From an optimization exercise on the open Yosys and OpenROAD flow, aimed at small area, a short achievable clock period and few clock cycles per item; shortcuts taken in it are not production practice.
At most, simulation tests tie the RTL to the original design; equivalence was not proved.
Power and IR drop assume default switching activity.

Design top, start of the top module:
module top(
input clk,
input rst,
input  [31:0] b_rdata,
output [31:0] b_wdata,
output [31:0] addr,
output [3:0] we,
output en,
output rstout
    );
wire       ld_a;
wire [3:0] c;
assign rstout = ~rst;
processor po(
        .clk(clk),
        .ld_a(ld_a),
        .c(c),
        .b_rdata(b_rdata),
        .b_wdata(b_wdata)
    );
controller co(
        .clk(clk),
        .rst(rst),
        .b_rdata(b_rdata),
        .addr(addr),
        .we(we),
        .en(en),
        .ld_a(ld_a),
        .c(c)
    );
endmodule
export LEC_CHECK = 0
export CAP_MARGIN = 20
export CORE_MARGIN = 2
export CORE_UTILIZATION = 40
export SETUP_SLACK_MARGIN = 3.2
export SLEW_MARGIN = 20
create_clock -name core_clock -period 6.0 [get_ports {clk}]
standard.sh (not shown) runs the stock make flow with config.mk's settings and CLKGATE_MAP_FILE= SYNTH_SCRIPT=/design/flow/synth_recipe.tcl, a recipe that flattens the netlist after the stock synthesis.
==> flow/flow/run.sh <==
#!/bin/bash
set -e
export BUFFER_PORTS_ARGS="-buffer_cell sky130_fd_sc_hd__buf_1"
export SKIP_REPAIR_TIE_FANOUT=1
export CTS_ARGS="-sink_clustering_enable -repair_clock_nets -dont_use_dummy_load -sink_clustering_size 40 -sink_clustering_max_diameter 80 -buf_list {sky130_fd_sc_hd__clkbuf_4 sky130_fd_sc_hd__clkbuf_8}"
bash standard.sh > standard.log 2>&1
The starting point ran to the end with no violations.
Next try:
Settings changed: SETUP_SLACK_MARGIN 3.2 to 3.1.
Outcome:
- worst setup slack is worse by 0.027 ns
- via count shrinks by 0.65%
- final cell count shrinks by 0.53%
- register-to-register slack is worse by 0.06 ns
- fmax shrinks by 0.92%
- routed wire length grows by 0.72%
- cell area shrinks by 1.3%
No functional check of the RTL was part of any run of this note.

---

top, a different RTL version from the one above (not shown whole).
Size in the first run: roughly 530 cells after synthesis, about 100 I/O pins, about 5900 um^2 of cells after synthesis.
// top
module top(
input clk,
input rst,
input  [31:0] b_rdata,
output [31:0] b_wdata,
output [31:0] addr,
output [3:0] we,
output en,
output rstout
    );
wire       ld_a;
wire [3:0] c;
assign rstout = ~rst;
processor po(
        .clk(clk),
        .ld_a(ld_a),
        .c(c),
        .b_rdata(b_rdata),
        .b_wdata(b_wdata)
    );
controller co(
        .clk(clk),
        .rst(rst),
        .b_rdata(b_rdata),
        .addr(addr),
        .we(we),
        .en(en),
        .ld_a(ld_a),
        .c(c)
    );
endmodule
clock: 6.0 ns
lec_check: 0
cap_margin: 20
core_margin: 2
core_utilization: 65
place_density: 0.75
setup_slack_margin: 3.1
slew_margin: 20
==> flow/flow/run.sh <==
#!/bin/bash
set -e
export BUFFER_PORTS_ARGS="-buffer_cell sky130_fd_sc_hd__buf_2"
export SKIP_REPAIR_TIE_FANOUT=1
export CTS_ARGS="-sink_clustering_enable -repair_clock_nets -dont_use_dummy_load -sink_clustering_size 40 -sink_clustering_max_diameter 80 -buf_list {sky130_fd_sc_hd__clkbuf_4 sky130_fd_sc_hd__clkbuf_8}"
bash standard.sh > standard.log 2>&1
Testbench counts at the start, summed over its fixed seeds: cycles 8,960, items 960.
Next try:
Settings changed: CORE_UTILIZATION 65 to 40, PLACE_DENSITY 0.75 to default.
Result: Routed wire length increases by 0.95%. Count of clock-buffer cells in the layout does not change. Via count decreases by about 4.6%. Final area increases by about 0.8%. Clock power barely changes. Hold slack improves by 7.6 ps. Power decreases by 7.8%. Sequential cell count is unchanged. Clock skew is about the same.
Next try:
Settings changed: SETUP_SLACK_MARGIN 3.1 to 3.0.
Outcome: Cell area goes down slightly. Synthesized cell count is unchanged. Die area stays the same. Synthesized area is unchanged. Worst setup slack got worse by 110 ps. Sequential cell count is unchanged. First-iteration DRC count goes down by about a fifth. Register-to-register slack got worse by 80 ps.

---

north:
top, a different RTL version from the one above (not shown whole).
For scale: ~690 cells after synthesis, roughly 98 flip-flops.
==> flow/config.mk <==
export PLATFORM = sky130hd
export DESIGN_NAME = top
export DESIGN_NICKNAME = top
export VERILOG_FILES = /design/flow/design.v
export SDC_FILE = /design/flow/constraint.sdc
export NUM_CORES = 4
export LEC_CHECK = 0
export CAP_MARGIN = 20
export CORE_MARGIN = 2
export CORE_UTILIZATION = 40
export SETUP_SLACK_MARGIN = 3.1
export SLEW_MARGIN = 20
==> flow/constraint.sdc <==
create_clock -name core_clock -period 6.0 [get_ports {clk}]
set_input_delay 1.2000 -clock core_clock [delete_from_list [all_inputs] [get_ports {clk}]]
set_output_delay 1.2000 -clock core_clock [all_outputs]
set_load 0.01 [all_outputs]
Scripts as last shown in full above: flow/flow/run.sh
north completed; timing, DRC and antenna clean
Testbench counts of north, summed over its fixed seeds: cycles 6,067, items 960.
For south, these inputs were changed with respect to north:
-- flow/flow/run.sh --
<<< north, line 3
export BUFFER_PORTS_ARGS="-buffer_cell sky130_fd_sc_hd__buf_2"
>>> south, line 3
export BUFFER_PORTS_ARGS="-buffer_cell sky130_fd_sc_hd__buf_1"
Results
- Power in the clock group: north vs south — no meaningful difference
- On number of vias per cell after detailed routing, north and south are neck and neck.
- Diff north -> south | non-clock buffer count | up by a few percent
- south ended with every stage complete and zero timing, DRC or antenna violations.
- The half-perimeter wire length after placement number comes out higher for north vs south.

---

top, a different RTL version from the one above (not shown whole).
Size: ~520 cells after synthesis, roughly 110 flip-flops, about 100 I/O pins, ~0.0057 mm^2 of cells after synthesis.
clock: 6.0 ns
lec_check: 0
cap_margin: 20
core_margin: 2
core_utilization: 30
setup_slack_margin: 3.1
slew_margin: 20
==> flow/flow/run.sh <==
#!/bin/bash
set -e
export BUFFER_PORTS_ARGS="-buffer_cell sky130_fd_sc_hd__buf_1"
export SKIP_REPAIR_TIE_FANOUT=1
export CTS_ARGS="-sink_clustering_enable -repair_clock_nets -dont_use_dummy_load -sink_clustering_size 40 -sink_clustering_max_diameter 80 -buf_list {sky130_fd_sc_hd__clkbuf_4 sky130_fd_sc_hd__clkbuf_8}"
bash standard.sh > standard.log 2>&1
Testbench counts at the start, summed over its fixed seeds: cycles 8,960, items 960.
Edit:
--- a/flow/flow/run.sh
+++ b/flow/flow/run.sh
@@ -2,3 +2,3 @@
 set -e
-export BUFFER_PORTS_ARGS="-buffer_cell sky130_fd_sc_hd__buf_1"
+export BUFFER_PORTS_ARGS="-buffer_cell sky130_fd_sc_hd__buf_2"
 export SKIP_REPAIR_TIE_FANOUT=1
- CORE_UTILIZATION: 30 -> 40
=> The new run completed without violations. Register-to-register slack hardly moves. Hold slack got worse by 0.0066 ns. Utilization goes up by 11 points. Final cell count goes down by 7.2%. Die area goes down by 24%.
Edit:
--- a/flow/flow/run.sh
+++ b/flow/flow/run.sh
@@ -2,3 +2,3 @@
 set -e
-export BUFFER_PORTS_ARGS="-buffer_cell sky130_fd_sc_hd__buf_2"
+export BUFFER_PORTS_ARGS="-buffer_cell sky130_fd_sc_hd__buf_1"
 export SKIP_REPAIR_TIE_FANOUT=1
Result: Core utilization came out lower by 0.46 points; first-iteration DRC count came out lower by 9.5%; critical path depth came out higher by 2.
Edit:
- ABC_AREA: not set -> 1
=> Wire length rises by 15%. Clock-buffer cell count stays the same. Utilization falls by 0.15 points. Combinational power rises by about 4%.

## separate check: timing with driven ports
How much do the figures lean on ideal ports? The routed layouts below were timed once more, with nothing changed but the port constraints.
Step 1: set_driving_cell puts a clkbuf_16 on clk and a buf_2 on each other input, an assumption about the parent block.
Step 2, shift: input delay + t, output delay - t, t = (earliest + latest rising clock arrival at the registers) / 2. This alone moves slack from input paths to output paths.
a / b / c = no drivers / after step 1 / after step 2; a / b = the first two.
| run | t (ns) | setup slack, ns | hold WS [ns] | worst setup path after step 2 | pins driven straight from the clock port |
|---|---|---|---|---|---|
| the first run of note 1 | 0.461 | 3.144 / 3.108 / 2.846 | 0.342 / 0.342 / 0.342 | input to register | 1 |
| the second run of note 1 | 0.449 | 3.118 / 3.114 / 2.666 | 0.347 / 0.347 / 0.347 | input to register | 1 |
| the first run of note 2 | 0.441 | 3.165 / 3.165 / 2.873 | 0.331 / 0.331 / 0.331 | input to register | 1 |
| the second run of note 2 | 0.454 | 3.208 / 3.185 / 2.862 | 0.339 / 0.339 / 0.339 | input to register | 1 |
| the third run of note 2 | 0.462 | 3.097 / 3.076 / 2.815 | 0.340 / 0.340 / 0.340 | input to register | 1 |
| north | 0.409 | 3.164 / 3.123 / 2.824 | 0.367 / 0.367 / 0.367 | input to register | 1 |
| south | 0.402 | 3.126 / 3.115 / 2.733 | 0.355 / 0.355 / 0.355 | input to register | 1 |
| the first run of note 4 | 0.450 | 3.157 / 3.121 / 2.791 | 0.339 / 0.339 / 0.339 | input to register | 1 |
| the second run of note 4 | 0.444 | 3.179 / 3.143 / 2.810 | 0.332 / 0.332 / 0.332 | input to register | 1 |
| the third run of note 4 | 0.451 | 3.170 / 3.135 / 2.807 | 0.345 / 0.345 / 0.345 | input to register | 1 |
| the fourth run of note 4 | 0.463 | 3.189 / 3.169 / 3.053 | 0.339 / 0.339 / 0.339 | input to register | 1 |
After both steps setup and hold are still met in every run listed. The setup slack of the second run of note 1, which loses most, moves by -0.004 ns with the drivers and by -0.452 ns with both steps.
